Background: an optimization exercise with open tools, aiming at small area, a short achievable clock period and few clock cycles per item. Do not read the settings as production practice.
RTL that was checked went through simulation tests only; none was proved equivalent to the original.
Function not checked in run 6: the RTL went through the layout flow alone.

==> design.v <==
module cordic #(
    parameter WIDTH = 16,
    parameter ITERATIONS = 16,
    parameter FRAC_BITS = 14
) (
    input wire clk,
    input wire rst,
    input wire start,
    input wire signed [WIDTH-1:0] theta,
    output wire signed [WIDTH-1:0] cos_out,
    output wire signed [WIDTH-1:0] sin_out,
    output reg done
);
    reg signed [15:0] x, y, z;
    reg n1;                  
    reg dir;                 
    reg zpos;                
    reg [3:0] cnt;           
    reg [3:0] cx;            
    reg [3:0] cyn;           
    reg sec;                 
    reg busy;                
    reg ax;                  
    reg ayn;                 
    assign cos_out = x;
    assign sin_out = y;
    reg [15:0] atab;
    always @(*) begin
        case (cnt)
            4'd3:  atab = 16'h07F5;
            4'd4:  atab = 16'h03FE;
            4'd5:  atab = 16'h01FF;
            4'd6:  atab = 16'h00FF;
            4'd7:  atab = 16'h007F;
            4'd8:  atab = 16'h003F;
            4'd9:  atab = 16'h001F;
            4'd10: atab = 16'h000F;
            4'd11: atab = 16'h0007;
            4'd12: atab = 16'h0003;
            4'd13: atab = 16'h0001;
            default: atab = 16'h0000;
        endcase
    end
    reg [15:0] c012;
    always @(*) begin
        case ({z[15], n1, zpos})
            3'b001: c012 = 16'hA064;
            3'b000: c012 = 16'hBFBE;
            3'b011: c012 = 16'hDBBC;
            3'b010: c012 = 16'hFB16;
            3'b101: c012 = 16'h04EA;
            3'b100: c012 = 16'h2444;
            3'b111: c012 = 16'h4042;
            default: c012 = 16'h5F9C;
        endcase
    end
    wire [15:0] zadd = sec ? c012 : (atab ^ {16{zpos}});
    wire zcin = zpos & ~sec;
    wire [15:0] zn = z + zadd + {15'd0, zcin};
    wire s0 = theta[15];
    wire signed [15:0] th = theta;
    wire lt_p0  = th < 16'sd12867;
    wire lt_pm  = th < 16'sd5271;
    wire lt_pp  = th < 16'sd20463;
    wire lt_n0  = th < -16'sd12867;
    wire lt_nm  = th < -16'sd5271;
    wire lt_nn  = th < -16'sd20463;
    wire s1 = s0 ? lt_n0 : lt_p0;
    wire s2 = s0 ? (lt_n0 ? lt_nn : lt_nm) : (lt_p0 ? lt_pm : lt_pp);
    wire [15:0] x2 = (s0 ^ s1) ? 16'h7497 : 16'h26DD;
    wire [15:0] y2 = s0 ? (s1 ? 16'h8B69 : 16'hD923)
                        : (s1 ? 16'h26DD : 16'h7497);
    wire signed [15:0] xg = x & {16{ax}};
    wire signed [15:0] yg = y & {16{~ayn}};
    wire signed [15:0] xs = xg >>> cx;
    wire signed [15:0] ys = yg >>> ~cyn;
    wire signed [15:0] xn = x + (ys ^ {16{~dir}}) + {15'd0, ~dir};
    wire signed [15:0] yn = y + (xs ^ {16{dir}}) + {15'd0, dir};
    always @(posedge clk or posedge rst) begin
        if (rst) begin
            cnt <= 4'd0;
            busy <= 1'b0;
            done <= 1'b0;
        end else if (start && !busy) begin
            cnt <= 4'd2;
            busy <= 1'b1;
            done <= 1'b0;
        end else if (busy) begin
            cnt <= cnt + 4'd1;
            if (cnt == 4'd15) begin
                busy <= 1'b0;
                done <= 1'b1;
            end
        end
    end
    always @(posedge clk) begin
        if (busy) begin
            z <= zn;
            dir <= zn[15];
            zpos <= ~zn[15];
            cx <= cx + 4'd1;
            cyn <= cyn - 4'd1;
            sec <= 1'b0;
            ax <= (cnt != 4'd15);
            ayn <= (cnt == 4'd15);
        end else begin
            z <= theta;
            cx <= 4'd2;
            cyn <= ~4'd2;
            sec <= start;
            ax <= start;
            ayn <= ~start;
            n1 <= s1;
            dir <= s2;
            zpos <= ~s2;
        end
        if (start && !busy) begin
            x <= x2;
            y <= y2;
        end else begin
            x <= xn;
            y <= yn;
        end
    end
endmodule
==> flow/run.sh <==
#!/bin/bash
# The standard layout with plain buffers on the ports, and repair_timing
# aiming at a tighter period than the clock's (the SDC stays as it is).
set -euo pipefail
bash standard.sh "BUFFER_PORTS_ARGS=-buffer_cell sky130_fd_sc_hd__buf_1" SETUP_SLACK_MARGIN=5.5 finish > flow_make.log 2>&1
==> standard.sh <==
#!/bin/bash
# synth_recipe.tcl (not shown) runs the flow's synth.tcl, then flattens the netlist and writes it again
# the make line also repeats each setting of config.mk as NAME=value (left out here)
make -C /OpenROAD-flow-scripts/flow DESIGN_CONFIG=/design/flow/config.mk WORK_HOME=/design/flow/orfs CLKGATE_MAP_FILE= SYNTH_SCRIPT=/design/flow/synth_recipe.tcl "${@:-finish}"
==> config.mk <==
export PLATFORM = sky130hd
export DESIGN_NAME = cordic
export DESIGN_NICKNAME = cordic
export VERILOG_FILES = /design/flow/design.v
export SDC_FILE = /design/flow/constraint.sdc
export NUM_CORES = 4
export LEC_CHECK = 0
export ABC_AREA = 1
export CAP_MARGIN = 20
export CORE_MARGIN = 2
export CORE_UTILIZATION = 65
export SETUP_SLACK_MARGIN = 5.0
export SLEW_MARGIN = 20
export TNS_END_PERCENT = 10
==> constraint.sdc <==
create_clock -name core_clock -period 9.0 [get_ports {clk}]
set_input_delay 1.8000 -clock core_clock [delete_from_list [all_inputs] [get_ports {clk}]]
set_output_delay 1.8000 -clock core_clock [all_outputs]
set_load 0.01 [all_outputs]
==> summary.md, run 1 <==
| Metric | Value |
|---|---|
| Status | `timing/DRC/antenna clean` |
| Synth Flop Type | `dfxtp_1` |
| Main area contributors after synthesis | `dfxtp_1 (18%), nand2_1 (15%), ha_1 (9.5%)` |
| Setup Skew | `0.01307 ns` |
| CTS Buf Count | `9` |
| H-tree Lvls | `3` |
| Flops & latches, synth | `68` |
| Hold_buf cts | `0` |
| Via count | `7221` |
| Synth cell types | `47` |
| R2R setup slack | `5.69 ns` |
| Slew margin rel. | `55.74%` |
| Final Hold Fails | `0` |
| I/O Buffers | `51` |
| Die ar. | `0.01099 mm2` |
| Placement Setup Slack | `5.352 ns` |
| Syn nets | `1123` |
| Clk sinks | `68` |
| WL/cell | `15.14 um` |
| CP cell instances | `inv_4, o21ai_0, nand2_1, o21ai_1, nor2_1, a311oi_1, a21oi_1, xor2_1, ha_1, a21o_1, nor2_2, inv_1, nand3_1, o2111ai_1, or2_2, a21oi_1` |
| Io pins | `52` |
| Final period util | `36.82%` |
| Final WS setup | `5.686 ns` |
| Max Cap Viol | `0` |
| Startpoint Class | `register` |
| Unrepaired setup endpoints after global routing | `yes` |
| Final Max Tran Viols | `0` |
| Vert. Die Dim | `104.8 um` |
| Row count | `36` |
| Clk Latency, worst-skew pair | `0.36 ns` |
| Max incr delay on CP | `0.45 ns` |
| Nets | `1156` |
| Least-Margin Pin Slew | `0.6615 ns` |
| Post-DRT Antenna Nets | `0` |
| DRT iter0 DRCs | `814` |
| Sequential area share after synthesis | `21.21%` |
| Top cell family by delay on the critical path | `compound AO/OA/AOI/OAI gates` |
| Area Growth Syn to Fin | `7.593%` |
| Min Hold Slack | `0.4891 ns` |
| Drt pass-1 iters | `6` |
| Clock root cell | `clkbuf_8` |
| CP dominant cell by count | `a21oi_1` |
| Critical path type | `reg2reg` |
| Routability congestion estimate | `0.9641` |
| Yosys top cell by area | `dfxtp_1` |
| Remaining DRCs | `0` |
| CTS tree | `built` |
| Post-Syn Instances | `1050` |
| Min Clock Period, post-route | `3.314 ns` |
| WP buf/inv | `2` |
| Layout cell share with drive strength beyond 1 | `6.893%` |
| CP Max Fanout | `21` |
| Non-Filler Instances | `1221` |
| Antenna violations before repair | `0` |
| Post-synth top cells | `nand2_1 (271), o21ai_0 (104), nand3_1 (96)` |
| CP Data Required Time | `9.28 ns` |
| CP arrival | `3.59 ns` |
| Fmax | `0.3018 GHz` |
| Avg Synthesized Cell Area | `6.293 um2` |
| Inst Count DP | `1201` |
| Initial core utilization | `67.29%` |
| Most numerous cell in the Yosys netlist | `nand2_1` |
| Synth top area share | `18.48%` |
| Synthesis Warnings | `1` |
| Fin area | `0.007109 mm2` |
| Clock Path Buffers | `2` |
| Vias in the first global route | `6284` |
| Vias per cell | `5.914` |
| GRT Overall Usage | `33.49%` |
| Post-synth EDFFs | `1` |
| Setup TNS | `0 ns` |
| CP endpoint kind | `register` |
| Hold Path Class | `reg2reg` |
| # diodes | `0` |
| HPWL Detailed | `14150 um` |
| Largest net degree at the start of global routing | `29` |
| Core area | `0.009819 mm2` |
| Synth Cell Area | `0.006608 mm2` |
| GRT overflow | `0` |
| Die width | `104.8 um` |
| Critical Path Slowest Stage Cell | `dfxtp_4` |
| First-pass GRT wire length | `29890 um` |
| Placed cell area | `0.006812 mm2` |
| Fraction of registers with async set or reset after synthesis | `8.824%` |
| CTS clock-pin slew for the worst setup and hold paths | `0.09 ns` |
| Finish-stage setup viols | `0` |
| Final WL | `18490 um` |
timing repair:
| item | 4_1_cts | 5_1_grt |
|---|---|---|
| buffers inserted | 0 | 4 |
| setup endpoints to repair | 7 | 19 |
| pin swaps | 0 | 2 |
| resized for setup | 5 | 37 |
layout make-up:
cell class                      instances  area, um2
Multi-Input combinational cell        843       4683
Fill cell                             899       2710
Sequential cell                        68       1423
Inverter                              102      392.9
Timing Repair Buffer                   59      251.5
Tap cell                              133      166.4
Clock buffer                           10      127.6
Clock inverter                          6      65.06
placed cells by master (no fill, tap or decap), types with 3 or more instances in the layout:
cell type and instances:
a211oi_1 3, nand2_2 10, o211ai_1 10, xor2_1 42, a21oi_2 4, dfxtp_1 53
clkinv_2 3, dfxtp_4 4, nand3b_1 3, clkbuf_8 9, a21o_1 7, dfxtp_2 4
nor2_1 74, clkinv_1 3, o21a_1 3, o21ai_1 12, a31oi_1 18, nor3_1 8
nand3_2 8, inv_2 3, or2_2 6, nand4_1 5, o21ai_0 95, nand2_1 271
dfrtp_1 5, a21oi_1 74, inv_1 92, ha_1 49, fa_1 4, nand3_1 96
buf_4 8, o31ai_1 4, buf_1 51, xnor2_1 10
metrics by stage:
stage / util (%)
5_1_grt: 72.40
2_1_floorplan: -
6_report: 72.40
3_3_place_gp: 69.37
3_5_place_dp: 69.37
4_1_cts: 71.38
worst min-delay path: stages, from the launching register on:
cell and delay (ns):
dfrtp_1 0.35, nand2_1 0.05, nand2_1 0.05
per-layer routing:
layer | vias up | routed length (um) | GRT usage [%]
li1 | 3600 | - | -
met2 | 308 | 8157 | 51.53
met5 | - | 0 | 0
met3 | 35 | 1488 | 6.114
met4 | 0 | 453 | 12.19
met1 | 3278 | 8388 | 46.81
sequential cells by signal, summed over array words and instances (netlist names), 4 cells and up:
| signal | count |
|---|---|
| cyn | 4 |
| cnt | 4 |
| z | 16 |
| cx | 4 |
| y | 16 |
| x | 16 |
logic make-up (layout without fill, tap and decap cells):
| logic type | after synthesis | after routing | share of synthesized area [%] |
|---|---|---|---|
| flip-flops | 68 | 68 | 21.21 |
| XOR/XNOR | 52 | 52 | 6.893 |
| buffers and inverters | 139 | 177 | 8.578 |
| AND/OR/NAND/NOR | 490 | 490 | 31.87 |
| adder cells (fa/ha/maj) | 54 | 54 | 10.68 |
| AO/OA/AOI/OAI | 247 | 247 | 20.77 |
final timing paths:
path                            depth (start not counted)  endpoint   start
worst max-delay path                                   16     x[14]  cyn[0]
worst min-delay path                                    2      done    done
worst max register to register                         16     x[14]  cyn[0]
worst min register to register                          2      done    done
max in group asynchronous                               2    cnt[0]     rst
min in group asynchronous                               2      busy     rst
Testbench counts, summed over its fixed seeds: cycles 48,000, items 3,200.
==> run 2, diff against run 1 <==
--- a/config.mk
+++ b/config.mk
@@ -11,4 +11,3 @@
 export CORE_UTILIZATION = 65
 export SETUP_SLACK_MARGIN = 5.0
 export SLEW_MARGIN = 20
-export TNS_END_PERCENT = 10
==> summary.md, run 2 <==
| Metric | Value |
|---|---|
| GRT overflow | `0` |
| Clk sinks | `68` |
| Core area | `0.009819 mm2` |
| Final WL | `18540 um` |
| Vias per cell | `5.871` |
| CP Data Required Time | `9.23 ns` |
| Layout cell share with drive strength beyond 1 | `7.163%` |
| Row count | `36` |
| Sequential area share after synthesis | `21.21%` |
| Synth top area share | `18.48%` |
| Clock Path Buffers | `2` |
| CP cell instances | `ha_1, inv_1, a21oi_2, a22oi_1, o21ai_0, a21o_1, fa_1, inv_1, fa_1, nand2_1, nand2_1, nand2_1, a21oi_2, nor2_2, o21ai_2, a21boi_1, o21ai_1, xor2_1, o21ai_0` |
| Antenna violations before repair | `0` |
| Startpoint Class | `register` |
| Critical path type | `reg2reg` |
| WL/cell | `15.17 um` |
| Inst Count DP | `1201` |
| Flops & latches, synth | `68` |
| Min Clock Period, post-route | `3.288 ns` |
| CP dominant cell by count | `nand2_1` |
| Simple-gate share of the synthesized area | `31.87%` |
| HPWL Detailed | `14150 um` |
| Hold_buf cts | `0` |
| Area Growth Syn to Fin | `7.820%` |
| Synth Cell Area | `0.006608 mm2` |
| Max incr delay on CP | `0.45 ns` |
| Clk Latency, worst-skew pair | `0.36 ns` |
| CTS clock-pin slew for the worst setup and hold paths | `0.08 ns` |
| Most numerous cell in the Yosys netlist | `nand2_1` |
| Biggest regs | `x x16, y x16, z x16` |
| Final Max Tran Viols | `0` |
| Setup Skew | `0.01126 ns` |
| Vias in the first global route | `6284` |
| Setup TNS | `0 ns` |
| Synth Flop Type | `dfxtp_1` |
| DRT iter0 DRCs | `758` |
| Main combinational cell family by area after synthesis | `simple AND/OR/NAND/NOR gates` |
| Filler cells | `898` |
| Die ar. | `0.01099 mm2` |
| # diodes | `0` |
| Drt pass-1 iters | `5` |
| CP arrival | `3.52 ns` |
| Initial core utilization | `67.29%` |
| CTS Buf Count | `9` |
| Post-Syn Instances | `1050` |
| Max Cap Viol | `0` |
| Most common cell after layout, fill and taps aside | `nand2_1` |
| Remaining DRCs | `0` |
| Compound-cell area share of the yosys netlist | `20.77%` |
| Nets | `1157` |
| Synth cell types | `47` |
| H-tree Lvls | `3` |
| Yosys top cell by area | `dfxtp_1` |
| Vert. Die Dim | `104.8 um` |
| Die width | `104.8 um` |
| Unrepaired setup endpoints after global routing | `yes` |
| Synthesis Warnings | `1` |
| Largest net degree at the start of global routing | `29` |
| Routability congestion estimate | `0.9641` |
| Final Hold Fails | `0` |
| CP Max Fanout | `6` |
| Critical Path Slowest Stage Cell | `dfrtp_2` |
| CP endpoint kind | `register` |
| Slew margin rel. | `56.62%` |
| I/O Buffers | `51` |
| WP buf/inv | `2` |
| Placed cell area | `0.006812 mm2` |
| Io pins | `52` |
| Finish-stage setup viols | `0` |
| Post-layout util | `72.55%` |
| Via count | `7174` |
| Clock root cell | `clkbuf_8` |
| Non-Filler Instances | `1222` |
| Fin area | `0.007124 mm2` |
| Least-Margin Pin Slew | `0.6483 ns` |
| Most frequent cells in the layout | `nand2_1 (271), nand3_1 (96), o21ai_0 (95)` |
| Status | `timing/DRC/antenna clean` |
| Post-synth EDFFs | `1` |
| Post-DRT Antenna Nets | `0` |
| Final period util | `36.53%` |
| First-pass GRT wire length | `29890 um` |
| Adder-cell share of the synthesized area | `10.68%` |
| Main area contributors after synthesis | `dfxtp_1 (18%), nand2_1 (15%), ha_1 (9.5%)` |
| CTS tree | `built` |
| Mux cell area share after synthesis | `0%` |
| Avg Synthesized Cell Area | `6.293 um2` |
| Top cell family by delay on the critical path | `compound AO/OA/AOI/OAI gates` |
| Fraction of registers with async set or reset after synthesis | `8.824%` |
| Fmax | `0.3041 GHz` |
| Post-synth top cells | `nand2_1 (271), o21ai_0 (104), nand3_1 (96)` |
| Syn nets | `1123` |
| Hold Path Class | `reg2reg` |
| Xor/xnor share of the synthesized area | `6.893%` |
| GRT Overall Usage | `33.49%` |
[run 2: logic make-up after synthesis]
kind of cell | Yosys count
compound gates | 247
simple gates | 490
flops | 68
xor+xnor | 52
fa+ha+maj | 54
buf+inv | 139
[run 2: path summary, 6_finish.rpt]
path | startpoint | end | slack (ns) | depth (start not counted)
min in group asynchronous | rst | busy | 1.32 | 2
max in group asynchronous | rst | cnt[0] | 7.47 | 2
hold reg to reg | done | done | 0.49 | 2
setup reg to reg | cnt[0] | z[12] | 5.71 | 19
hold / removal | done | done | 0.49 | 2
setup / recovery | cnt[0] | z[12] | 5.71 | 19
[run 2: metrics by stage]
stage | worst slack [ns] | hold WS [ns]
2_1_floorplan | 5.877 | 0.5157
3_3_place_gp | 5.449 | 0.4644
3_5_place_dp | 5.352 | 0.4700
4_1_cts | 5.491 | 0.4945
5_1_grt | 5.435 | 0.5155
6_report | 5.712 | 0.4891
[run 2: area by class of cell]
class	instances	area, um2	share of cell area (%)
clock buffers	10	127.6	1.791
clock inverters	6	65.06	0.9132
inverters	102	397.9	5.585
multi-input cells	843	4683	65.74
flip-flops and latches	68	1425	20.00
well taps	133	166.4	2.336
repair buffers	60	259.0	3.635
[run 2: metal layers]
metal | track usage (%) | part of all wire, % | vias up
met3 | 6.114 | 7.9 | 32
met4 | 12.19 | 2.5 | 0
li1 | - | - | 3606
met1 | 46.81 | 46 | 3250
met5 | 0 | 0 | -
met2 | 51.53 | 44 | 286
[run 2: what timing repair did]
item | CTS | global route
buffers inserted | 0 | 5
endpoints found under the setup margin | 7 | 17
hold endpoints to repair | 0 | 0
gates resized for setup | 7 | 39
pin swaps | 0 | 2
[run 2: tightest hold or removal path, cell delays in order (launching register included)]
cell	delay (ns)
dfrtp_1	0.35
nand2_1	0.05
nand2_1	0.05
==> run 3, diff against run 2 <==
==> flow/run.sh (replaced) <==
#!/bin/bash
# The standard layout with plain buffers on the ports, and repair_timing
# aiming at a tighter period than the clock's (the SDC stays as it is).
set -euo pipefail
bash standard.sh "BUFFER_PORTS_ARGS=-buffer_cell sky130_fd_sc_hd__buf_1" SETUP_SLACK_MARGIN=6.0 finish > flow_make.log 2>&1
--- a/config.mk
+++ b/config.mk
@@ -8,6 +8,6 @@
 export ABC_AREA = 1
 export CAP_MARGIN = 20
 export CORE_MARGIN = 2
-export CORE_UTILIZATION = 65
+export CORE_UTILIZATION = 50
 export SETUP_SLACK_MARGIN = 5.0
 export SLEW_MARGIN = 20
==> summary.md, run 3 <==
| Metric | Value |
|---|---|
| Post-layout util | `65.06%` |
| Worst hold path startpoint | `cyn[0]` |
| Vias in the first global route | `6479` |
| Clk sinks | `68` |
| Synth cell types | `47` |
| Min Hold Slack | `0.4593 ns` |
| First-pass GRT wire length | `32240 um` |
| Via count | `7456` |
| Final Max Tran Viols | `0` |
| Placement Setup Slack | `5.331 ns` |
| Synth Flop Type | `dfxtp_1` |
| Finish-stage setup viols | `0` |
| WL/cell | `16.22 um` |
| Most frequent cells in the layout | `nand2_1 (257), nand3_1 (91), inv_1 (81)` |
| Startpoint Class | `register` |
| CTS Buf Count | `9` |
| I/O Buffers | `51` |
| Gr busiest metal | `met2` |
| Routability congestion estimate | `0.9370` |
| Fin area | `0.008310 mm2` |
| Grt met3 use | `4.215%` |
| Largest net degree at the start of global routing | `29` |
| CTS clock-pin slew for the worst setup and hold paths | `0.06 ns` |
| Least-Margin Pin Slew | `0.7264 ns` |
| Row count | `41` |
| Post-DRT Antenna Nets | `0` |
| Flops & latches, synth | `68` |
| Post-synth top cells | `nand2_1 (271), o21ai_0 (104), nand3_1 (96)` |
| GRT overflow | `0` |
| Seq. cell area | `0.001439 mm2` |
| Inst Count DP | `1238` |
| Area Growth Syn to Fin | `25.77%` |
| Critical path type | `reg2reg` |
| CP arrival | `3.39 ns` |
| Remaining DRCs | `0` |
| Nets | `1213` |
| Initial core utilization | `51.73%` |
| Synthesis Warnings | `1` |
| Met1 usage | `39.67%` |
| CP endpoint kind | `register` |
| Die width | `119.0 um` |
| Antenna violations before repair | `0` |
| Die ar. | `0.01415 mm2` |
| Area of the multi-input gates | `0.005215 mm2` |
| HPWL Detailed | `15200 um` |
| Max incr delay on CP | `0.42 ns` |
| Syn nets | `1123` |
| CP Max Fanout | `3` |
| Max Cap Viol | `0` |
| Most common cell after layout, fill and taps aside | `nand2_1` |
| GRT Overall Usage | `28.53%` |
| Vert. Die Dim | `119.0 um` |
| Avg Synthesized Cell Area | `6.293 um2` |
| Final WL | `21360 um` |
| CP Launch Point | `cnt[0]` |
| Yosys top cell by area | `dfxtp_1` |
| Drt pass-1 iters | `5` |
| Unrepaired setup endpoints after global routing | `yes` |
| Sequential area share after synthesis | `21.21%` |
| Main area contributors after synthesis | `dfxtp_1 (18%), nand2_1 (15%), ha_1 (9.5%)` |
| Final period util | `34.49%` |
| Clock Path Buffers | `2` |
| Setup Skew | `0.01198 ns` |
| Non-Filler Instances | `1317` |
| Most numerous cell in the Yosys netlist | `nand2_1` |
| Vias per cell | `5.661` |
| Post-Syn Instances | `1050` |
| CP cell instances | `buf_6, inv_4, ha_4, nand2_2, a22oi_2, o21ai_1, a21o_1, fa_2, inv_2, buf_4, buf_6, nand3_4, nand2_4, buf_6, nand2_2, nand2_2, a21oi_4, o21ai_2, a21oi_2, or2_4, a31oi_2` |
| DRT iter0 DRCs | `608` |
| Min Clock Period, post-route | `3.104 ns` |
| CP Data Required Time | `9.29 ns` |
| Final Hold Fails | `0` |
| CTS tree | `built` |
| Post-synth EDFFs | `1` |
| Core area | `0.01277 mm2` |
| Synth Cell Area | `0.006608 mm2` |
| Layout cell share with drive strength beyond 1 | `21.22%` |
| Io pins | `52` |
| Clock root cell | `clkbuf_16` |
| Synth top area share | `18.48%` |
| Placed cell area | `0.006852 mm2` |
| Hold Path Class | `reg2reg` |
| Slew margin rel. | `51.52%` |
| Status | `timing/DRC/antenna clean` |
| Final WS setup | `5.896 ns` |
| H-tree Lvls | `3` |
| Biggest regs | `x x16, y x16, z x16` |
| Setup TNS | `0 ns` |
| Met2 Resource Use GR | `45.15%` |
| Critical Path Slowest Stage Cell | `dfrtp_1` |
| Fraction of registers with async set or reset after synthesis | `8.824%` |
| Fmax | `0.3222 GHz` |
| Filler cells | `1147` |
| Startpoint of the worst-slack reg-to-reg timing path | `cnt[0]` |
| Clk Latency, worst-skew pair | `0.35 ns` |
| # diodes | `0` |
## run 3: cell counts after synthesis
No cell type changed its count.
## run 3: cell families after synthesis
kind of cell	synth area share, %
and+or+nand+nor	31.87
DFF	21.21
buffers and inverters	8.578
adders and majority gates	10.68
xor gates and xnor gates	6.893
AOI/OAI and AO/OA	20.77
## run 3: final timing paths
path                       slack, ns  depth (start not counted)  endpoint
hold / removal                  0.46                          1    cyn[0]
max in group asynchronous       7.46                          2    cnt[2]
hold reg to reg                 0.46                          1    cyn[0]
setup / recovery                5.90                         21      z[9]
min in group asynchronous       1.33                          2      done
setup reg to reg                5.90                         21      z[9]
## run 3: area by class of cell
type | instances | area share, %
Tap cell | 172 | 2.590
Clock buffer | 12 | 2.966
Timing Repair Buffer | 116 | 8.582
Clock inverter | 4 | 0.6022
Inverter | 102 | 5.194
Sequential cell | 68 | 17.31
Multi-Input combinational cell | 843 | 62.75
## run 3: worst max-delay path: cells and delay by family (launching register included)
kind / cells / cell delay, ns
AO/OA/AOI/OAI: 7 / 1.00
adder cells (fa/ha/maj): 2 / 0.48
buffers and inverters: 6 / 0.56
flip-flops: 1 / 0.42
AND/OR/NAND/NOR: 6 / 0.58
## run 3: timing repair
item | in CTS | in global routing
hold buffers | 0 | 0
setup endpoints to repair | 39 | 34
pin swaps | 14 | 58
setup buffers | 20 | 43
resized for setup | 76 | 155
hold endpoints to repair | 0 | 0
## run 3: per-layer routing
layer  share of wire, %  vias to the layer above
met3                5.7                       43
met4                2.7                        0
met1                 46                     3428
met5                  0                        -
li1                   -                     3713
met2                 46                      272
==> run 4, diff against run 3 <==
==> flow/run.sh (replaced) <==
#!/bin/bash
# The standard layout with plain buffers on the ports, and repair_timing
# aiming at a tighter period than the clock's (the SDC stays as it is).
set -euo pipefail
bash standard.sh "BUFFER_PORTS_ARGS=-buffer_cell sky130_fd_sc_hd__buf_1" SETUP_SLACK_MARGIN=5.75 finish > flow_make.log 2>&1
--- a/config.mk
+++ b/config.mk
@@ -8,6 +8,7 @@
 export ABC_AREA = 1
 export CAP_MARGIN = 20
 export CORE_MARGIN = 2
-export CORE_UTILIZATION = 50
+export CORE_UTILIZATION = 55
 export SETUP_SLACK_MARGIN = 5.0
 export SLEW_MARGIN = 20
+export TNS_END_PERCENT = 10
==> summary.md, run 4 <==
| Metric | Value |
|---|---|
| Status | `timing/DRC/antenna clean` |
| Initial core utilization | `55.71%` |
| Synth Cell Area | `0.006608 mm2` |
| Final Max Tran Viols | `0` |
| Finish-stage setup viols | `0` |
| Clock Path Buffers | `2` |
| Critical path type | `in2reg` |
| CTS tree | `built` |
| Max Cap Viol | `0` |
| Antenna violations before repair | `0` |
| Die width | `113.6 um` |
| Area Growth Syn to Fin | `13.56%` |
| H-tree Lvls | `3` |
| GRT overflow | `0` |
| Nets | `1165` |
| Flops & latches, synth | `68` |
| Final WL | `19130 um` |
| CTS clock-pin slew for the worst setup and hold paths | `0.06 ns` |
| Sequential area share after synthesis | `21.21%` |
| Vias in the first global route | `6411` |
| Synth cell types | `47` |
| Post-DRT Antenna Nets | `0` |
| Drt pass-1 iters | `6` |
| Slew margin rel. | `42.38%` |
| Most common cell after layout, fill and taps aside | `nand2_1` |
| Synth Flop Type | `dfxtp_1` |
| Die ar. | `0.01291 mm2` |
| WL/cell | `15.38 um` |
| GRT Overall Usage | `30.16%` |
| CP arrival | `3.32 ns` |
| CP endpoint kind | `register` |
| I/O Buffers | `51` |
| Main area contributors after synthesis | `dfxtp_1 (18%), nand2_1 (15%), ha_1 (9.5%)` |
| Synth top area share | `18.48%` |
| Least-Margin Pin Slew | `0.8642 ns` |
| Post-Syn Instances | `1050` |
| First-pass GRT wire length | `31040 um` |
| Remaining DRCs | `0` |
| Setup TNS | `0 ns` |
| Most frequent cells in the layout | `nand2_1 (269), nand3_1 (96), inv_1 (88)` |
| Seq. cell area | `0.001429 mm2` |
| Clk sinks | `68` |
| Startpoint Class | `input port` |
| Io pins | `52` |
| Hold Path Class | `reg2reg` |
| Placement Setup Slack | `5.324 ns` |
| DRT iter0 DRCs | `551` |
| Min Clock Period, post-route | `3.112 ns` |
| Clock root cell | `clkbuf_16` |
| Core area | `0.01186 mm2` |
| Most numerous cell in the Yosys netlist | `nand2_1` |
| Post-synth top cells | `nand2_1 (271), o21ai_0 (104), nand3_1 (96)` |
| Synthesis Warnings | `1` |
| Yosys top cell by area | `dfxtp_1` |
| CP Data Required Time | `9.21 ns` |
| Clk Latency, worst-skew pair | `0.35 ns` |
| Final period util | `34.57%` |
| Routability congestion estimate | `0.9256` |
| # diodes | `0` |
| Fraction of registers with async set or reset after synthesis | `8.824%` |
| Final WS setup | `5.888 ns` |
| Syn nets | `1123` |
| Layout cell share with drive strength beyond 1 | `11.21%` |
| Setup Skew | `0.009695 ns` |
| CTS Buf Count | `9` |
| Area of the multi-input gates | `0.004823 mm2` |
| CP Max Fanout | `5` |
| Post-layout util | `63.26%` |
| Min Hold Slack | `0.4800 ns` |
| Via count | `7061` |
| Post-synth EDFFs | `1` |
| Vert. Die Dim | `113.6 um` |
| Fmax | `0.3214 GHz` |
| Unrepaired setup endpoints after global routing | `yes` |
| Final Hold Fails | `0` |
| Avg Synthesized Cell Area | `6.293 um2` |
| Filler cells | `1190` |
| Largest net degree at the start of global routing | `29` |
| HPWL Detailed | `14480 um` |
| Vias per cell | `5.676` |
| Row count | `40` |
| Biggest regs | `x x16, y x16, z x16` |
==> run 4: cell count changes in the layout (fill, tap and decap cells not counted), moves of 5 or more <==
cell / change
o21ai_0: +25
a21oi_2: -10
nand3_1: +5
nand2_2: -11
o21ai_1: -17
a21oi_1: +13
buf_6: -9
o21ai_2: -7
buf_4: -40
ha_4: -5
inv_1: +7
nand2_1: +12
==> run 4: worst paths after layout <==
path / from / end / slack [ns] / cells past startpoint
min reg2reg: cyn[0] / cyn[0] / 0.48 / 1
min in group asynchronous: rst / cnt[2] / 1.32 / 2
min: cyn[0] / cyn[0] / 0.48 / 1
max in group asynchronous: rst / cnt[0] / 7.47 / 2
max reg2reg: cyn[0] / x[14] / 5.91 / 16
max: theta[7] / y[3] / 5.89 / 10
==> run 4: worst max-delay path, stage by stage <==
cell     delay, ns
buf_1         0.17
inv_1         0.13
o41ai_1       0.46
a21oi_1       0.16
nand2_1       0.10
nand2_1       0.10
inv_1         0.12
nor2_2        0.07
inv_1         0.13
o21ai_0       0.09
==> run 4: area by class of cell <==
class,count,area share (%)
Multi-Input combinational cell,843,64.28
Sequential cell,68,19.04
Inverter,102,5.503
Timing Repair Buffer,68,4.219
Clock buffer,12,3.568
Tap cell,147,2.451
Clock inverter,4,0.9338
==> run 4: through the flow <==
step | cell area, um2 | cells
after floorplan | 6608 | 1050
after detailed placement | 6814 | 1213
final | 7503 | 1244
after global placement | 6814 | 1213
after global routing | 7503 | 1244
after CTS | 7219 | 1232
==> run 4: cells by family after synthesis <==
group,count (synthesis),synth area share (%)
XOR/XNOR,52,6.893
flip-flops,68,21.21
adder cells (fa/ha/maj),54,10.68
buffers and inverters,139,8.578
AND/OR/NAND/NOR,490,31.87
AO/OA/AOI/OAI,247,20.77
==> run 4: per-layer routing <==
| metal | vias up | part of all wire (%) | track usage [%] |
|---|---|---|---|
| li1 | 3611 | - | - |
| met1 | 3225 | 47 | 41.99 |
| met2 | 201 | 46 | 48.38 |
| met3 | 24 | 4.5 | 3.507 |
| met4 | 0 | 2.1 | 11.06 |
| met5 | - | 0 | 0 |
==> run 4: timing repair <==
item | CTS | global route
setup endpoints to repair | 22 | 26
pin swaps | 1 | 10
gates resized for setup | 24 | 76
buffers inserted | 3 | 12
hold buffers | 0 | 0
==> run 5, diff against run 4 <==
--- a/config.mk
+++ b/config.mk
@@ -11,4 +11,3 @@
 export CORE_UTILIZATION = 55
 export SETUP_SLACK_MARGIN = 5.0
 export SLEW_MARGIN = 20
-export TNS_END_PERCENT = 10
==> summary.md, run 5 <==
| Metric | Value |
|---|---|
| Synth Cell Area | `0.006608 mm2` |
| Layout cell share with drive strength beyond 1 | `11.91%` |
| Slew margin rel. | `40.21%` |
| GRT overflow | `0` |
| First-pass GRT wire length | `31160 um` |
| Synth cell types | `47` |
| Main area contributors after synthesis | `dfxtp_1 (18%), nand2_1 (15%), ha_1 (9.5%)` |
| Avg Synthesized Cell Area | `6.293 um2` |
| Placement Setup Slack | `5.324 ns` |
| Yosys top cell by area | `dfxtp_1` |
| Io pins | `52` |
| Unrepaired setup endpoints after global routing | `yes` |
| Final Hold Fails | `0` |
| Synthesis Warnings | `1` |
| Drt pass-1 iters | `5` |
| Final Max Tran Viols | `0` |
| Nets | `1168` |
| Area Growth Syn to Fin | `14.50%` |
| R2R setup slack | `5.92 ns` |
| Antenna violations before repair | `0` |
| Clk sinks | `68` |
| WP buf/inv | `4` |
| Finish-stage setup viols | `0` |
| CP endpoint kind | `register` |
| CP Max Fanout | `28` |
| CTS Buf Count | `9` |
| Core area | `0.01186 mm2` |
| Setup TNS | `0 ns` |
| Most frequent cells in the layout | `nand2_1 (268), nand3_1 (96), inv_1 (89)` |
| Remaining DRCs | `0` |
| Critical path type | `reg2reg` |
| Hold_buf cts | `0` |
| WL/cell | `15.49 um` |
| Biggest regs | `x x16, y x16, z x16` |
| Sequential area share after synthesis | `21.21%` |
| Vias in the first global route | `6447` |
| Clock Path Buffers | `2` |
| HPWL Detailed | `14480 um` |
| Die ar. | `0.01291 mm2` |
| Fmax | `0.3251 GHz` |
| Synth Flop Type | `dfxtp_1` |
| Vias per cell | `5.688` |
| CTS tree | `built` |
| # diodes | `0` |
| Row count | `40` |
| H-tree Lvls | `3` |
| Clk Latency, worst-skew pair | `0.35 ns` |
| Final WL | `19320 um` |
| Placed cell area | `0.006814 mm2` |
| Status | `timing/DRC/antenna clean` |
| Routability congestion estimate | `0.9256` |
| Hold Path Class | `reg2reg` |
| CP Data Required Time | `9.28 ns` |
| Most common cell after layout, fill and taps aside | `nand2_1` |
| CTS clock-pin slew for the worst setup and hold paths | `0.06 ns` |
| Post-Syn Instances | `1050` |
| Largest net degree at the start of global routing | `29` |
| Final WS setup | `5.924 ns` |
| Post-synth EDFFs | `1` |
| Synth top area share | `18.48%` |
| Post-synth top cells | `nand2_1 (271), o21ai_0 (104), nand3_1 (96)` |
| Max Cap Viol | `0` |
| I/O Buffers | `51` |
| Min Clock Period, post-route | `3.076 ns` |
| Top cell family by delay on the critical path | `buffers and inverters` |
| Initial core utilization | `55.71%` |
| Critical Path Slowest Stage Cell | `dfrtp_1` |
| Vert. Die Dim | `113.6 um` |
| Syn nets | `1123` |
| CP cell instances | `clkinv_2, nand2_1, buf_4, inv_1, nand2_1, inv_1, a21oi_1` |
| Fraction of registers with async set or reset after synthesis | `8.824%` |
| Final period util | `34.18%` |
| DRT iter0 DRCs | `604` |
| Post-DRT Antenna Nets | `0` |
| Post-layout util | `63.79%` |
| Most numerous cell in the Yosys netlist | `nand2_1` |
| Clock root cell | `clkbuf_16` |
| CP arrival | `3.35 ns` |
| Via count | `7093` |
| Flops & latches, synth | `68` |
| Max incr delay on CP | `0.93 ns` |
| Die width | `113.6 um` |
| Fin area | `0.007566 mm2` |
| Least-Margin Pin Slew | `0.8969 ns` |
| Startpoint Class | `register` |
| Setup Skew | `0.01087 ns` |
| GRT Overall Usage | `30.31%` |
-- run 5: cell counts after synthesis --
No cell type changed its count.
-- run 5: final cells by class --
class                   instances  area [um2]
well taps                     147       183.9
repair buffers                 71       347.8
multi-input cells             843        4852
clock inverters                 4       70.07
fillers                      1180        4295
flip-flops and latches         68        1428
inverters                     102       416.7
clock buffers                  12       267.8
-- run 5: worst paths after layout --
kind / startpoint / to / cells after the start
setup / recovery: busy / x[14] / 7
setup reg to reg: busy / x[14] / 7
min in group asynchronous: rst / cnt[2] / 2
hold / removal: cyn[0] / cyn[0] / 1
max in group asynchronous: rst / cnt[3] / 2
hold reg to reg: cyn[0] / cyn[0] / 1
-- run 5: what timing repair did --
| action | 4_1_cts | 5_1_grt |
|---|---|---|
| pin swaps | 3 | 12 |
| buffers inserted | 8 | 10 |
| resized for setup | 27 | 80 |
| setup endpoints to repair | 22 | 24 |
-- run 5: kinds of logic (layout without fill, tap and decap cells) --
| logic type | Yosys count | after routing | share of synthesized area, % |
|---|---|---|---|
| and+or+nand+nor | 490 | 490 | 31.87 |
| buffers and inverters | 139 | 189 | 8.578 |
| adders and majority gates | 54 | 54 | 10.68 |
| xor gates and xnor gates | 52 | 52 | 6.893 |
| AOI/OAI and AO/OA | 247 | 247 | 20.77 |
| DFF | 68 | 68 | 21.21 |
-- run 5: metal layers --
metal	global-route usage, %	part of all wire [%]	vias up
met5	0	0	-
met4	11.06	2.2	0
met3	3.507	3.8	28
met2	48.82	46	185
met1	42.05	48	3248
li1	-	-	3632
-- run 5: through the flow --
step | hold slack [ns] | std cells
after floorplan | 0.5157 | 1050
after global placement | 0.4668 | 1213
after detailed placement | 0.4723 | 1213
after CTS | 0.4861 | 1237
after global routing | 0.5052 | 1247
final | 0.4799 | 1247
==> run 6, diff against run 5 <==
--- a/design.v
+++ b/design.v
@@ -16,12 +16,7 @@
     reg dir;                 
     reg zpos;                
     reg [3:0] cnt;           
-    reg [3:0] cx;            
-    reg [3:0] cyn;           
-    reg sec;                 
     reg busy;                
-    reg ax;                  
-    reg ayn;                 
     assign cos_out = x;
     assign sin_out = y;
     reg [15:0] atab;
@@ -54,8 +49,9 @@
             default: c012 = 16'h5F9C;
         endcase
     end
-    wire [15:0] zadd = sec ? c012 : (atab ^ {16{zpos}});
-    wire zcin = zpos & ~sec;
+    wire second = (cnt == 4'd2);
+    wire [15:0] zadd = second ? c012 : (atab ^ {16{zpos}});
+    wire zcin = zpos & ~second;
     wire [15:0] zn = z + zadd + {15'd0, zcin};
     wire s0 = theta[15];
     wire signed [15:0] th = theta;
@@ -70,10 +66,8 @@
     wire [15:0] x2 = (s0 ^ s1) ? 16'h7497 : 16'h26DD;
     wire [15:0] y2 = s0 ? (s1 ? 16'h8B69 : 16'hD923)
                         : (s1 ? 16'h26DD : 16'h7497);
-    wire signed [15:0] xg = x & {16{ax}};
-    wire signed [15:0] yg = y & {16{~ayn}};
-    wire signed [15:0] xs = xg >>> cx;
-    wire signed [15:0] ys = yg >>> ~cyn;
+    wire signed [15:0] xs = x >>> cnt;
+    wire signed [15:0] ys = y >>> cnt;
     wire signed [15:0] xn = x + (ys ^ {16{~dir}}) + {15'd0, ~dir};
     wire signed [15:0] yn = y + (xs ^ {16{dir}}) + {15'd0, dir};
     always @(posedge clk or posedge rst) begin
@@ -98,18 +92,8 @@
             z <= zn;
             dir <= zn[15];
             zpos <= ~zn[15];
-            cx <= cx + 4'd1;
-            cyn <= cyn - 4'd1;
-            sec <= 1'b0;
-            ax <= (cnt != 4'd15);
-            ayn <= (cnt == 4'd15);
         end else begin
             z <= theta;
-            cx <= 4'd2;
-            cyn <= ~4'd2;
-            sec <= start;
-            ax <= start;
-            ayn <= ~start;
             n1 <= s1;
             dir <= s2;
             zpos <= ~s2;
@@ -117,7 +101,7 @@
         if (start && !busy) begin
             x <= x2;
             y <= y2;
-        end else begin
+        end else if (busy) begin
             x <= xn;
             y <= yn;
         end
==> flow/run.sh (replaced) <==
#!/bin/bash
# The standard layout with plain buffers on the ports, and repair_timing
# aiming at a tighter period than the clock's (the SDC stays as it is).
set -euo pipefail
bash standard.sh "BUFFER_PORTS_ARGS=-buffer_cell sky130_fd_sc_hd__buf_1" SETUP_SLACK_MARGIN=5.5 finish > flow_make.log 2>&1
--- a/config.mk
+++ b/config.mk
@@ -8,6 +8,6 @@
 export ABC_AREA = 1
 export CAP_MARGIN = 20
 export CORE_MARGIN = 2
-export CORE_UTILIZATION = 55
+export CORE_UTILIZATION = 65
 export SETUP_SLACK_MARGIN = 5.0
 export SLEW_MARGIN = 20
==> summary.md, run 6 <==
| Metric | Value |
|---|---|
| Filler cells | `721` |
| Final WS setup | `5.430 ns` |
| # diodes | `0` |
| Most numerous cell in the Yosys netlist | `nand2_1` |
| Finish-stage setup viols | `0` |
| First-pass GRT wire length | `32240 um` |
| Core area | `0.009729 mm2` |
| Die width | `103.8 um` |
| Critical path type | `reg2reg` |
| Placed cell area | `0.006685 mm2` |
| Final Hold Fails | `0` |
| Max Cap Viol | `0` |
| Min Hold Slack | `0.4857 ns` |
| Remaining DRCs | `0` |
| Largest net degree at the start of global routing | `34` |
| Biggest regs | `x x16, y x16, z x16` |
| Hold Path Class | `reg2reg` |
| I/O Buffers | `51` |
| CTS clock-pin slew for the worst setup and hold paths | `0.08 ns` |
| Die ar. | `0.01078 mm2` |
| Layout cell share with drive strength beyond 1 | `17.05%` |
| H-tree Lvls | `3` |
| CTS tree | `built` |
| Most frequent cells in the layout | `nand2_1 (263), inv_1 (87), a21oi_1 (62)` |
| Area of the multi-input gates | `0.004691 mm2` |
| Avg Synthesized Cell Area | `6.642 um2` |
| Post-Syn Instances | `975` |
| DRT iter0 DRCs | `987` |
| CP Data Required Time | `9.27 ns` |
| CP Max Fanout | `25` |
| R2R setup slack | `5.43 ns` |
| Initial core utilization | `66.56%` |
| WL/cell | `18.54 um` |
| Antenna violations before repair | `0` |
| Area Growth Syn to Fin | `17.12%` |
| CP arrival | `3.84 ns` |
| Clk sinks | `57` |
| Setup Skew | `0.01089 ns` |
| Flops & latches, synth | `57` |
| HPWL Detailed | `14970 um` |
| Synth Flop Type | `edfxtp_1` |
| Synthesis Warnings | `1` |
| Most common cell after layout, fill and taps aside | `nand2_1` |
| Post-synth EDFFs | `33` |
| Drt pass-1 iters | `10` |
| Fraction of registers with async set or reset after synthesis | `10.53%` |
| Row count | `36` |
| Seq. cell area | `0.001514 mm2` |
| Startpoint Class | `register` |
| Final period util | `39.66%` |
| Yosys top cell by area | `nand2_1` |
| Clk Latency, worst-skew pair | `0.38 ns` |
| Io pins | `52` |
| Setup TNS | `0 ns` |
| Routability congestion estimate | `0.9360` |
| Final WL | `22050 um` |
| Fmax | `0.2801 GHz` |
| Synth top area share | `15.53%` |
| Status | `timing/DRC/antenna clean` |
| CP endpoint kind | `register` |
| Vias in the first global route | `6506` |
| Vias per cell | `6.262` |
| Clock Path Buffers | `2` |
| Syn nets | `1047` |
| Main area contributors after synthesis | `nand2_1 (16%), edfxtp_1 (15%), ha_1 (9.5%)` |
| Post-synth top cells | `nand2_1 (268), inv_1 (91), o21ai_0 (82)` |
| Placement Setup Slack | `4.420 ns` |
| Clock root cell | `clkbuf_8` |
| Min Clock Period, post-route | `3.570 ns` |
| Vert. Die Dim | `103.8 um` |
| Slew margin rel. | `57.05%` |
| GRT Overall Usage | `37.61%` |
| Unrepaired setup endpoints after global routing | `yes` |
| Synth Cell Area | `0.006476 mm2` |
| Nets | `1123` |
| CTS Buf Count | `9` |
| Synth cell types | `51` |
| Least-Margin Pin Slew | `0.6420 ns` |
| Final Max Tran Viols | `0` |
| GRT overflow | `0` |
| Fin area | `0.007585 mm2` |
| Post-DRT Antenna Nets | `0` |
| Sequential area share after synthesis | `23.18%` |
| Via count | `7445` |
==> run 6: cell types whose count changed after synthesis, sizes merged, moves of 5 or more <==
cell    change
nor2        -8
a31o        +5
dfxtp      -43
nand3      -33
nor3        +7
edfxtp     +32
o21ai      -13
a31oi      -10
==> run 6: layout make-up <==
type,instances,area share [%]
Sequential cell,57,19.96
Clock inverter,7,1.006
Timing Repair inverter,1,0.06598
Tap cell,133,2.194
Clock buffer,9,1.633
Timing Repair Buffer,96,7.885
Inverter,97,5.411
Multi-Input combinational cell,789,61.84
==> run 6: worst paths after layout <==
check                        from  cells after the start     end
max                        cnt[0]                     18   z[12]
min                          done                      1    done
max reg2reg                cnt[0]                     18   z[12]
min reg2reg                  done                      1    done
max in group asynchronous     rst                      2  cnt[1]
min in group asynchronous     rst                      2    done
==> run 6: worst max-delay path: stages (launching register included) <==
cell      delay (ns)
dfrtp_2         0.49
buf_12          0.18
inv_16          0.09
ha_2            0.18
nand2_2         0.10
buf_4           0.16
nor3_1          0.47
inv_1           0.11
nand2_1         0.09
inv_1           0.05
ha_2            0.39
nand3_1         0.13
nand2_2         0.14
a21oi_4         0.08
o21ai_2         0.19
a21boi_2        0.09
o21ai_1         0.19
xor2_1          0.24
o21ai_1         0.08
==> run 6: through the flow <==
step | instances | util (%)
finish | 1189 | 77.96
global route | 1189 | 77.96
CTS | 1159 | 72.53
detailed placement | 1130 | 68.71
global placement | 1130 | 68.71
floorplan | 975 | -
==> run 6: kinds of logic (layout without fill, tap and decap cells) <==
kind of cell    count (synthesis)  after routing  synth area share (%)
xor+xnor                       49             49                 6.627
fa+ha+maj                      53             53                 10.70
simple gates                  458            458                 30.82
flops                          57             57                 23.18
buf+inv                       129            210                 8.269
mux                             3              3                0.4637
compound gates                226            226                 19.94
==> run 6: what timing repair did <==
action / 4_1_cts / 5_1_grt
hold buffers: 0 / 0
pin swaps: 1 / 26
gates cloned: 1 / 2
resized for setup: 28 / 89
buffers inserted: 12 / 28
endpoints found under the setup margin: 43 / 19
==> run 6: routing by layer <==
layer	vias up	global-route usage, %	share of wire (%)
li1	3444	-	-
met1	3362	51.15	39
met2	541	58.83	45
met3	98	8.685	12
met4	0	13.13	3.8
met5	-	0	0

-- port drivers added, routing unchanged --
Ports are ideal in the flow. The routed layouts listed here were re-timed in OpenROAD.
Step 1 assumes that a clkbuf_16 drives the clock port and a buf_2 every other input.
Step 2 times the ports against the registers' clock, not the clock port: input delays grow and output delays shrink by t, the midpoint of the rising clock arrivals with the driver on.
Three values: no drivers, after step 1, after step 2; two values: the first two.
run	t, ns	slack for setup (ns)	worst setup path at the end
run 1	0.392	5.686 / 5.686 / 5.484	input to register
run 2	0.391	5.712 / 5.712 / 5.485	input to register
run 3	0.390	5.896 / 5.896 / 5.774	input to register
run 4	0.386	5.888 / 5.910 / 5.525	input to register
run 5	0.384	5.924 / 5.924 / 5.600	input to register
run 6	0.409	5.430 / 5.430 / 5.230	input to register
After both steps every run listed still meets setup and hold. For run 4, which loses most, drivers alone change the setup slack by +0.022 ns; drivers and shift together by -0.363 ns.
